Context: an optimization exercise on an open-source flow, tuned for small area, a short achievable clock period and few clock cycles. The choices shown serve that exercise and are no tape-out recipe. Where RTL was checked, it was by simulation tests only, not by an equivalence proof against the original.

Design CORDIC, start of the top module:
module CORDIC #(parameter integer W = 32)
(
    input wire clk,
    input wire start,
    input wire signed [31:0] x,
    input wire signed [31:0] y,
    output wire signed [W-1:0]phi,
    output wire done
);
Size: about 2,900 cells after synthesis, ~99 I/O pins, about 15,000 µm² of cells after synthesis.
Settings: LEC_CHECK=0, ABC_AREA=1, CAP_MARGIN=20, CORE_MARGIN=2, CORE_UTILIZATION=40, SETUP_SLACK_MARGIN=4.1, SLEW_MARGIN=20, SYNTH_HIERARCHICAL=1, SYNTH_MINIMUM_KEEP_SIZE=0; clock period 7.5 ns.
run.sh (not shown) runs the stock make flow with config.mk's settings and CLKGATE_MAP_FILE= SYNTH_SCRIPT=/design/flow/synth_recipe.tcl, a recipe that flattens the netlist after the stock synthesis.
Testbench counts at the start, summed over its fixed seeds: cycles 22,400.
Rerun with:
SETUP_SLACK_MARGIN = 4.3   (was 4.1)
Count of clock-buffer cells in the layout is unchanged.
Utilization came out higher by 2.5 points.
Non-clock buffer count came out higher by 48.
Cell area goes up by 5.5%.
Area after synthesis stays the same.
Routed wire length is higher by 4.8%.
Sequential cell count is unchanged.
Final cell count climbs by 1.5%.
Sequential share of layout area fell by 0.61 points.
Rerun with:
PLACE_DENSITY = 0.7   (was default)
SETUP_SLACK_MARGIN = 4.2   (was 4.3)
Result: The changed run ran to the end with no violations; setup slack got worse by 170 ps; flip-flop and latch count is unchanged; routed wire length decreases by 9.2%.
Rerun with:
PLACE_DENSITY = default   (was 0.7)
SETUP_SLACK_MARGIN = 4.15   (was 4.2)
After rerunning: The new run finished clean. Setup slack improved by 47 ps. Clock skew decreases by 3.8 ps. Design area decreases by 0.94%. Core utilization decreases by 0.44 points. Non-clock buffer count decreases by 6. Global-route usage increases by 1.9 points. Synthesized cell count does not change. Maximum frequency increases by 1.4%.

* * *

Another version of the RTL of CORDIC (not shown whole).
Size: roughly 99 I/O pins, roughly 15000 um2 of cells after synthesis.
Settings: LEC_CHECK=0, ABC_AREA=1, CAP_MARGIN=20, CORE_MARGIN=2, CORE_UTILIZATION=40, SETUP_SLACK_MARGIN=4.3, SLEW_MARGIN=20, SYNTH_HIERARCHICAL=1, SYNTH_MINIMUM_KEEP_SIZE=0; clock period 7.5 ns.
The first run completed with no timing, DRC or antenna violations.
Rerun with:
SETUP_SLACK_MARGIN = 4.2   (was 4.3)
Effect: Core utilization goes down by 1.4 points; synthesized cell count is unchanged; setup slack is worse by 0.024 ns; clock-buffer cell count stays the same; cell count barely changes; cell area fell by 2.9%; non-clock buffer count fell by 7.
Function was not checked in any run of this note: the RTL went through the layout flow alone.

* * *

CORDIC, a different RTL version from the one above (not shown whole).
For scale: about 99 I/O pins, about 15000 sq um of cells after synthesis.
Settings: LEC_CHECK=0, ABC_AREA=1, CAP_MARGIN=20, CORE_MARGIN=2, CORE_UTILIZATION=40, SETUP_SLACK_MARGIN=4.2, SLEW_MARGIN=20, SYNTH_HIERARCHICAL=1, SYNTH_MINIMUM_KEEP_SIZE=0; clock period 7.5 ns.
Rerun with:
- SETUP_SLACK_MARGIN: 4.2 -> 4.3
After rerunning: The changed run completed without violations; non-clock buffer count is higher by 25; wire length increases by 1.9%; global-route usage grows by 0.19 points; count of clock-buffer cells in the layout does not change; via count went up by 1.2%; setup slack gets worse by 0.0042 ns; cell count increases by 0.81%; sequential share of layout area goes down by 0.47 points; first-iteration DRC count goes down by 1.5%.
Rerun with:
- PLACE_DENSITY: not set -> 0.7
- SETUP_SLACK_MARGIN: 4.3 -> 4.2
Result: Design area shrinks by 4.2%; final cell count shrinks by 0.32%; worst setup slack degrades by 0.14 ns; die area is unchanged; critical path depth is unchanged.
No run of this note included a check of the RTL's function; only the layout flow was run.

* * *

CORDIC, a different RTL version from the one above (not shown whole).
For scale: about 2,500 cells after synthesis, ~99 I/O pins.
export LEC_CHECK = 0
export ABC_AREA = 1
export CAP_MARGIN = 20
export CORE_MARGIN = 2
export CORE_UTILIZATION = 40
export SETUP_SLACK_MARGIN = 4
export SLEW_MARGIN = 20
export SYNTH_HIERARCHICAL = 1
export SYNTH_MINIMUM_KEEP_SIZE = 0
create_clock -name core_clock -period 7.5 [get_ports {clk}]
The first run completed without violations.
Testbench counts at the start, summed over its fixed seeds: cycles 22,400.
Edit:
Settings changed: CORE_UTILIZATION 40 to 60.
What happened: The new run finished clean. Cell count went down by 5.2%. Design area decreases by 1.1%. Worst setup slack degrades by 0.059 ns. First-iteration DRC count went up by 42%. Wire length rose by 0.73%. Die area went down by 33%. Flip-flop and latch count does not change. Synthesized area is unchanged. Utilization rose by 26 points. Worst hold slack gains 0.012 ns.
Edit:
Settings changed: CORE_UTILIZATION 60 to 40, SETUP_SLACK_MARGIN 4 to 3.
Outcome: The new run ran to the end with no violations; die area goes up by well over a third; synthesized cell count stays the same; maximum frequency goes down by about a fifth; via count goes down by roughly a tenth.
Edit:
Settings changed: ABC_AREA 1 to 0, SETUP_SLACK_MARGIN 3 to 4.
=> The new run ran to the end with no violations; non-clock buffer count rose by 106; utilization rose by 6.5 points; hold slack stays flat; worst setup slack gets worse by 0.21 ns.

* * *

## job 4212
RTL: one of the versions met above, not the one the previous note started from.
Size: about 2900 cells after synthesis, about 99 I/O pins, ~0.015 mm² of cells after synthesis.
make LEC_CHECK=0 ABC_AREA=1 CAP_MARGIN=20 CORE_MARGIN=2 CORE_UTILIZATION=35 SETUP_SLACK_MARGIN=4.2 SLEW_MARGIN=20 SYNTH_HIERARCHICAL=1 SYNTH_MINIMUM_KEEP_SIZE=0 finish   # period 7.5 ns
Job 4212: PASS, flow complete, no timing, DRC or antenna violations
Testbench counts of job 4212, summed over its fixed seeds: cycles 22,400.
### job 4212 -> job 1431
-- flow/config.mk --
<<< job 4212, line 10
export CORE_MARGIN = 2
export CORE_UTILIZATION = 35
export SETUP_SLACK_MARGIN = 4.2
export SLEW_MARGIN = 20
>>> job 1431, line 10
export CORE_MARGIN = 2
export CORE_UTILIZATION = 45
export SETUP_SLACK_MARGIN = 4
export SLEW_MARGIN = 20
Findings:
- Compared with job 4212, job 1431 shows a via count that is 461 lower.
- The stage delay of the slowest cell on the critical path of job 1431 is higher than that of job 4212.
- Setup slack in job 1431 is smaller than in job 4212.
- Routing usage on met2 ended up 9.2 points higher on job 1431 than on job 4212.
- Row met1 routing resource usage after global routing: job 1431 higher / job 4212 lower
- The register-to-register slack of job 1431 was inferior to that of job 4212.
- Job 1431: summed area of non-filler cells in the final layout is about 3.4% lower than what job 4212 reported.
- Delta (job 1431 minus job 4212): HPWL after detailed placement went down; global-route wire length before repair went down; die area went down; count of plain and timing-repair buffers went down.
> inputs changed (job 1431 -> job 1052)
-- flow/config.mk --
<<< job 1431, line 10
export CORE_MARGIN = 2
export CORE_UTILIZATION = 45
export SETUP_SLACK_MARGIN = 4
export SLEW_MARGIN = 20
>>> job 1052, line 10
export CORE_MARGIN = 2
export CORE_UTILIZATION = 40
export SETUP_SLACK_MARGIN = 3.9
export SLEW_MARGIN = 20
Findings:
- Job 1052: flow completed, timing, DRC and antenna clean
- Summary: with job 1431 as the reference, weighted congestion reported at the end of routability-driven placement in job 1052 moved down by a few percent.
- Sequential cell area delta (job 1052 -> job 1431): insignificant
The inputs of job 9675 differ from those of job 1052 as listed below.
-- flow/config.mk --
<<< job 1052, line 11
export CORE_UTILIZATION = 40
export SETUP_SLACK_MARGIN = 3.9
export SLEW_MARGIN = 20
>>> job 9675, line 11
export CORE_UTILIZATION = 40
export SETUP_SLACK_MARGIN = 4.25
export SLEW_MARGIN = 20
## What came out
Going from job 1052 to job 9675, met1 global-route usage barely changed, count of vias placed by the detailed router up about 2%. No stage failed in job 9675, and the final checks on the layout all came back clean.
#### Input delta (job 6200 over job 9675)
-- flow/config.mk --
<<< job 9675, line 11
export CORE_UTILIZATION = 40
export SETUP_SLACK_MARGIN = 4.25
export SLEW_MARGIN = 20
>>> job 6200, line 11
export CORE_UTILIZATION = 40
export SETUP_SLACK_MARGIN = 4
export SLEW_MARGIN = 20
Results
Vias: job 6200 fewer than job 9675
Lower setup slack of the critical path after layout among job 6200 and job 9675: job 6200
Total wire length after detailed routing down 2.1 mm in job 6200 wrt job 9675
Taking job 9675 as the reference point, the met3 wire length of job 6200 falls by about 13%.
[job 6200 vs job 9675] storage element area: lower in job 6200
Job 6200 ended up with fewer standard cells than job 9675.
Re area growth from synthesis to layout: job 9675 was higher than job 6200.
met1 usage was lower in job 9675 than in job 6200.
Comparing number of setup buffers added after CTS for job 6200 and job 9675, the bigger number came from job 9675.
> inputs changed (job 6200 -> job 8105)
-- flow/config.mk --
<<< job 6200, line 11
export CORE_UTILIZATION = 40
export SETUP_SLACK_MARGIN = 4
export SLEW_MARGIN = 20
>>> job 8105, line 11
export CORE_UTILIZATION = 40
export SETUP_SLACK_MARGIN = 4.2
export SLEW_MARGIN = 20
[summary]
Final routed DRC violation total: job 8105 vs job 6200 identical
Going from job 6200 to job 8105, fraction of layout instances using a drive strength above 1 grew by 2.3 points, number of instances resized during post-cts repair moved up, worst-case setup margin in the final layout +0.19 ns.

* * *

## wip/maple
Another version of the RTL of CORDIC (not shown whole).
Size in the first run: ~99 I/O pins, ~0.014 sq mm of cells after synthesis.
make LEC_CHECK=0 ABC_AREA=0 CAP_MARGIN=20 CORE_MARGIN=2 CORE_UTILIZATION=40 SETUP_SLACK_MARGIN=4 SLEW_MARGIN=20 SYNTH_HIERARCHICAL=1 SYNTH_MINIMUM_KEEP_SIZE=0 finish   # period 7.5 ns
No stage failed in wip/maple, and the final checks on the layout all came back clean.
Input-level comparison between wip/cedar and wip/maple:
Settings: ABC_AREA: 0 -> 1.
Results
Classification of the worst setup path = flip-flop to flip-flop: wip/maple; classification of the worst setup path = flip-flop to output port: wip/cedar
[wip/cedar] final critical-path setup slack rose 0.59 ns relative to wip/maple
Between wip/cedar and wip/maple, the difference in footprint of the flip-flops and latches is negligible.
No functional check of the RTL was part of any run of this note.

* * *

Another version of the RTL of CORDIC (not shown whole).
Size in the first run: ~99 I/O pins.
clock: 7.5 ns
lec_check: 0
abc_area: 1
cap_margin: 20
core_margin: 2
core_utilization: 40
setup_slack_margin: 4.2
slew_margin: 20
synth_hierarchical: 1
synth_minimum_keep_size: 0
The first run completed with no timing, DRC or antenna violations.
Testbench counts at the start, summed over its fixed seeds: cycles 22,400.
Rerun with:
SETUP_SLACK_MARGIN = 4   (was 4.2)
Final cell count goes down by 1.2%.
Die area is unchanged.
Routed wire length goes down by 4.0%.
First-iteration DRC count goes down by 2.5%.

* * *

Setup of job 5227:
CORDIC, a different RTL version from the one above (not shown whole).
Size in the first run: ~3000 cells after synthesis, roughly 99 I/O pins, ~0.016 sq mm of cells after synthesis.
## CORDIC
module CORDIC #(parameter integer W = 32)
(
    input wire clk,
    input wire start,
    input wire signed [31:0] x,
    input wire signed [31:0] y,
    output wire signed [W-1:0]phi,
    output wire done
);
clock: 7.5 ns
lec_check: 0
abc_area: 1
cap_margin: 20
core_margin: 2
core_utilization: 40
setup_slack_margin: 4
slew_margin: 20
synth_hierarchical: 1
synth_minimum_keep_size: 0
Testbench counts of job 5227, summed over its fixed seeds: cycles 22,400.
The inputs of job 3597 differ from those of job 5227 as listed below.
- CORE_UTILIZATION: 40 -> 50
Job 3597 ends up with a global-route track usage on met1 that is 7.6 points higher than in job 5227. In job 3597, the starting utilization of the core area came out 10 points above the value in job 5227. Comparing job 3597 against job 5227, there is no change at all in cell area after technology mapping.
## Diff of input files: job 9548 against job 3597
- changing CORE_UTILIZATION from 50 to 40
- changing SETUP_SLACK_MARGIN from 4 to 4.35
- Taking job 3597 as the reference, in job 9548 non-filler instance count after layout rose by 5.9%, tap cell count rose by 122, setup slack of the critical path after layout rose by 0.21 ns.
- Compared with job 3597, in job 9548 final wirelength increased 6300 microns; via count of the first global-routing pass rose about 2.4%.
- In job 9548 relative to job 3597, met2 layer wire length in the routed design had gone up by more than 10%.
- The number of nets in the layout in job 9548 sits 79 above the value recorded for job 3597.
- From job 9548 to job 3597, synthesized netlist cell count did not move at all.
- Of job 9548 and job 3597, the run reporting the lower pin count of the biggest net entering global routing was job 3597.
Setup changes, job 9548 to job 6907
- SETUP_SLACK_MARGIN: 4.35 -> 4.2
==> comparison <==
Compared to job 9548, the router laid down less metal wire for job 6907.
Critical path's largest stage delay: job 6907 vs job 9548 up 0.14 ns
Diff job 9548 -> job 6907: number of stages on the worst setup path lower.
Between job 9548 and job 6907, the sequential share of layout area is higher for job 6907.
Non-clock buffer count was lower in job 6907 than in job 9548.
Job 9548 ended up with more cell instances than job 6907 did.
The lower detailed-routed wire length on met3 came out of job 6907.
The following lists how job 1792 was set up differently from job 6907:
- setting PLACE_DENSITY to 0.75 for the first time
- changing SETUP_SLACK_MARGIN from 4.2 to 4
## What came out
Diff job 6907 -> job 1792: count of clock-buffer cells in the layout increased by 1 relative to the old numbers, hold slack increased by 0.019 ns relative to the old numbers, total area of multi-input combinational cells decreased by 400 sq um relative to the old numbers, met2 routing resource usage after global routing decreased by 6.5 points relative to the old numbers.

* * *

Setup of main:
Another version of the RTL of CORDIC (not shown whole).
Size in the first run: roughly 0.015 mm^2 of cells after synthesis.
make LEC_CHECK=0 ABC_AREA=1 CAP_MARGIN=20 CORE_MARGIN=2 CORE_UTILIZATION=40 SETUP_SLACK_MARGIN=4.2 SLEW_MARGIN=20 SYNTH_HIERARCHICAL=1 SYNTH_MINIMUM_KEEP_SIZE=0 finish   # period 7.5 ns
main was carried through to the last stage, and its layout satisfied the timing, design-rule and antenna checks.
Inputs modified between main and the feature branch:
Settings: SETUP_SLACK_MARGIN now 4.3, was 4.2.
## What came out
Summary of the comparison: design area is higher in the feature branch, relative to main. Fmax: the feature branch above main. As far as mapped cell area goes, the feature branch and main are indistinguishable; the numbers are identical. Summary of the feature branch over main: cell count held steady; number of DRC markers in iteration 0 shrank by about 6.4%; via count comparable; non-clock buffer count now sits higher; wire length picked up an extra 1.4%. Summary of the feature branch over main: final period utilization saw a decrease; global-route track usage on met1 fell 0.35 points.
No run of this note included a check of the RTL's function; only the layout flow was run.

* * *

Another version of the RTL of CORDIC (not shown whole).
Size: ~99 I/O pins, about 16000 um^2 of cells after synthesis.
clock: 7.5 ns
lec_check: 0
abc_area: 1
cap_margin: 20
core_margin: 2
core_utilization: 40
setup_slack_margin: 4
slew_margin: 20
synth_hierarchical: 1
synth_minimum_keep_size: 0
The baseline passed the timing, design-rule and antenna checks.
Then changed:
- ABC_AREA: 1 -> 0
After rerunning: Critical path depth went up by 9. Clock-buffer cell count went down by 1. Synthesized cell count went down by well over a third. Via count went down by a quarter to a third. Maximum frequency went down by about a fifth.
No run of this note included a check of the RTL's function; only the layout flow was run.

* * *

## job 2923
Another version of the RTL of CORDIC (not shown whole).
Size: ~3000 cells after synthesis, roughly 99 I/O pins, about 16000 um^2 of cells after synthesis.
clock: 7.5 ns
lec_check: 0
abc_area: 1
cap_margin: 20
core_margin: 2
core_utilization: 40
setup_slack_margin: 4
slew_margin: 20
synth_hierarchical: 1
synth_minimum_keep_size: 0
Job 2923: flow completed, timing, DRC and antenna clean
Modified inputs, job 5653 compared to job 2923
==> flow/flow/run.sh (new file) <==
#!/bin/bash
# The standard layout, with ORFS's power recovery (downsizing of cells on
# paths with positive slack) enabled after the global-route timing repair.
set -euo pipefail
bash standard.sh RECOVER_POWER=100 finish > flow_standard.log 2>&1
==> flow/standard.sh (new file) <==
#!/bin/bash
# synth_recipe.tcl (not shown) runs the flow's synth.tcl, then flattens the netlist and writes it again
# the make line also repeats each setting of config.mk as NAME=value (left out here)
make -C /OpenROAD-flow-scripts/flow DESIGN_CONFIG=/design/flow/config.mk WORK_HOME=/design/flow/orfs CLKGATE_MAP_FILE= SYNTH_SCRIPT=/design/flow/synth_recipe.tcl "${@:-finish}"
removed: flow/run.sh
## What came out
Final checks on job 5653, whose flow otherwise completed, came back failing, citing capacitance limit, slew limit.
Compared with job 2923, in job 5653 ratio of routed vias to standard cells closely matched the old numbers, via count closely matched the old numbers.
From job 2923 to job 5653, global-route wire length before repair did not move at all.
Ratio of final minimum period to clock period, job 2923 and job 5653: lower on job 2923
Final cell area: job 5653 below job 2923
Higher worst path buffer plus inverter count among job 2923 and job 5653: job 5653
Re met3 wire length: job 2923 and job 5653 aren't equal, and the lower value belongs to job 2923.
From job 2923 to job 5653 the numbers moved as follows: number of cells on the critical path increased by 11 relative to the old numbers; area of the core closely matched the old numbers.
The following lists how job 1262 was set up differently from job 5653:
# job 5653
export LEC_CHECK = 0
export ABC_AREA = 1
export CAP_MARGIN = 20
export CORE_MARGIN = 2
export CORE_UTILIZATION = 40
export SETUP_SLACK_MARGIN = 4
export SLEW_MARGIN = 20
export SYNTH_HIERARCHICAL = 1
export SYNTH_MINIMUM_KEEP_SIZE = 0
create_clock -name core_clock -period 7.5 [get_ports {clk}]
# job 1262
export LEC_CHECK = 0
export ABC_AREA = 1
export CAP_MARGIN = 20
export CORE_MARGIN = 2
export CORE_UTILIZATION = 40
export SETUP_SLACK_MARGIN = 4.5
export SLEW_MARGIN = 20
export SYNTH_HIERARCHICAL = 1
export SYNTH_MINIMUM_KEEP_SIZE = 0
create_clock -name core_clock -period 7.5 [get_ports {clk}]
==> flow/run.sh (new file) <==
#!/bin/bash
# synth_recipe.tcl (not shown) runs the flow's synth.tcl, then flattens the netlist and writes it again
# the make line also repeats each setting of config.mk as NAME=value (left out here)
make -C /OpenROAD-flow-scripts/flow DESIGN_CONFIG=/design/flow/config.mk WORK_HOME=/design/flow/orfs CLKGATE_MAP_FILE= SYNTH_SCRIPT=/design/flow/synth_recipe.tcl finish
removed: flow/flow/run.sh
removed: flow/standard.sh
[summary]
FAIL: job 5653; every other run in job 5653 and job 1262 is clean
Finished, but not clean: job 5653, with capacitance limit, slew limit.
Delta (job 1262 minus job 5653): count of filler cells inserted in the layout decreased by about 13% relative to the old numbers, clock period minus worst slack decreased by 0.91 ns relative to the old numbers, setup clock skew after layout closely matched the old numbers, wire length of the first global-routing pass increased by about 6% relative to the old numbers.
Compared with job 5653, job 1262 shows design area that has gone up by more than a quarter.
Job 5653 vs job 1262, worst setup path startpoint: cnt[4] vs z[4]
Compared to job 5653, job 1262 has clock-cell share of area 0.37 points lower.
For job 5670, these inputs were changed with respect to job 1262:
# job 1262
export LEC_CHECK = 0
export ABC_AREA = 1
export CAP_MARGIN = 20
export CORE_MARGIN = 2
export CORE_UTILIZATION = 40
export SETUP_SLACK_MARGIN = 4.5
export SLEW_MARGIN = 20
export SYNTH_HIERARCHICAL = 1
export SYNTH_MINIMUM_KEEP_SIZE = 0
create_clock -name core_clock -period 7.5 [get_ports {clk}]
# job 5670
export LEC_CHECK = 0
export ABC_AREA = 1
export CAP_MARGIN = 20
export CORE_MARGIN = 2
export CORE_UTILIZATION = 40
export SETUP_SLACK_MARGIN = 3.8
export SLEW_MARGIN = 20
export SYNTH_HIERARCHICAL = 1
export SYNTH_MINIMUM_KEEP_SIZE = 0
create_clock -name core_clock -period 7.5 [get_ports {clk}]
### Flow results
Job 5670: global-route wire length before repair is about 7% lower than what job 1262 reported.
Comparing job 1262 and job 5670, sequential cell area is higher on job 1262.
Job 5670 reports a higher sequential share of layout area than job 1262 does.
When job 5670 is set beside job 1262, its average via count per standard cell turns out to be about 5.3% smaller.
| via count | job 5670 vs job 1262 | 11% lower |
Synthesis-to-finish area growth, job 1262 and job 5670, lower one = job 5670.
Critical path depth, job 1262 and job 5670, higher one = job 1262.
Job 5670 completed every stage of the flow, and the final layout passed the timing, design-rule and antenna checks.
Delta (job 5670 minus job 1262): met1 routing resource usage after global routing saw a decrease; design area fell by 5000 um^2.
No functional check of the RTL was part of any run of this note.

re-timing with driven ports:
How much do the figures lean on ideal ports? The routed layouts below were timed once more, with nothing changed but the port constraints. Step 1, drivers: a clkbuf_16 drives clk and a buf_2 each remaining input, both assumed. Step 2 also shifts input and output timing later by t, the mid clock arrival at the registers, as if the neighbouring blocks saw the same clock. Slacks: ideal ports / drivers / drivers and shift; pairs: ideal ports / drivers.
| run | t (ns) | slack for setup (ns) | worst data-port slew with drivers (ns) |
|---|---|---|---|
| the first run of note 1 | 0.439 | 4.173 / 4.123 / 3.898 | 0.04 |
| the second run of note 1 | 0.444 | 4.307 / 4.255 / 4.065 | 0.04 |
| the third run of note 1 | 0.440 | 4.140 / 4.082 / 4.353 | 0.06 |
| the fourth run of note 1 | 0.442 | 4.187 / 4.136 / 3.924 | 0.04 |
| the first run of note 2 | 0.444 | 4.295 / 4.237 / 4.214 | 0.05 |
| the second run of note 2 | 0.444 | 4.271 / 4.214 / 4.203 | 0.05 |
| the first run of note 3 | 0.441 | 4.266 / 4.212 / 4.249 | 0.05 |
| the second run of note 3 | 0.446 | 4.262 / 4.204 / 4.241 | 0.05 |
| the third run of note 3 | 0.438 | 4.123 / 4.070 / 4.325 | 0.05 |
| the first run of note 4 | 0.446 | 3.863 / 3.863 / 3.863 | 0.04 |
| the second run of note 4 | 0.426 | 3.803 / 3.803 / 3.803 | 0.05 |
| the third run of note 4 | 0.437 | 3.175 / 3.123 / 3.316 | 0.05 |
| the fourth run of note 4 | 0.432 | 2.969 / 2.969 / 2.969 | 0.04 |
| job 4212 | 0.466 | 4.204 / 4.146 / 4.126 | 0.05 |
| job 1431 | 0.438 | 4.079 / 4.024 / 4.206 | 0.04 |
| job 1052 | 0.442 | 3.973 / 3.921 / 3.705 | 0.04 |
| job 9675 | 0.440 | 4.299 / 4.248 / 3.887 | 0.04 |
| job 6200 | 0.443 | 4.078 / 4.027 / 3.904 | 0.04 |
| job 8105 | 0.442 | 4.263 / 4.208 / 3.920 | 0.04 |
| wip/maple | 0.435 | 3.449 / 3.449 / 3.449 | 0.04 |
| wip/cedar | 0.453 | 4.043 / 3.988 / 4.076 | 0.05 |
| the first run of note 7 | 0.448 | 4.093 / 4.036 / 4.220 | 0.05 |
| the second run of note 7 | 0.448 | 4.081 / 4.025 / 4.209 | 0.05 |
| job 5227 | 0.441 | 4.097 / 4.046 / 4.276 | 0.05 |
| job 3597 | 0.446 | 4.095 / 4.040 / 4.169 | 0.05 |
| job 9548 | 0.444 | 4.309 / 4.257 / 4.422 | 0.05 |
| job 6907 | 0.444 | 4.233 / 4.182 / 4.352 | 0.05 |
| job 1792 | 0.442 | 4.122 / 4.069 / 4.149 | 0.05 |
| main | 0.451 | 4.284 / 4.229 / 4.025 | 0.04 |
| the feature branch | 0.451 | 4.308 / 4.253 / 4.060 | 0.04 |
| the first run of note 10 | 0.436 | 4.019 / 3.965 / 4.229 | 0.06 |
| the second run of note 10 | 0.441 | 3.133 / 3.133 / 3.133 | 0.06 |
| job 2923 | 0.455 | 4.092 / 4.035 / 4.251 | 0.05 |
| job 5653 | 0.454 | 3.272 / 3.261 / 3.272 | 0.05 |
| job 1262 | 0.456 | 4.186 / 4.129 / 4.278 | 0.05 |
| job 5670 | 0.450 | 3.860 / 3.806 / 4.082 | 0.05 |
The setup slack of job 9675, which loses most, moves by -0.051 ns with the drivers and by -0.412 ns with both steps.
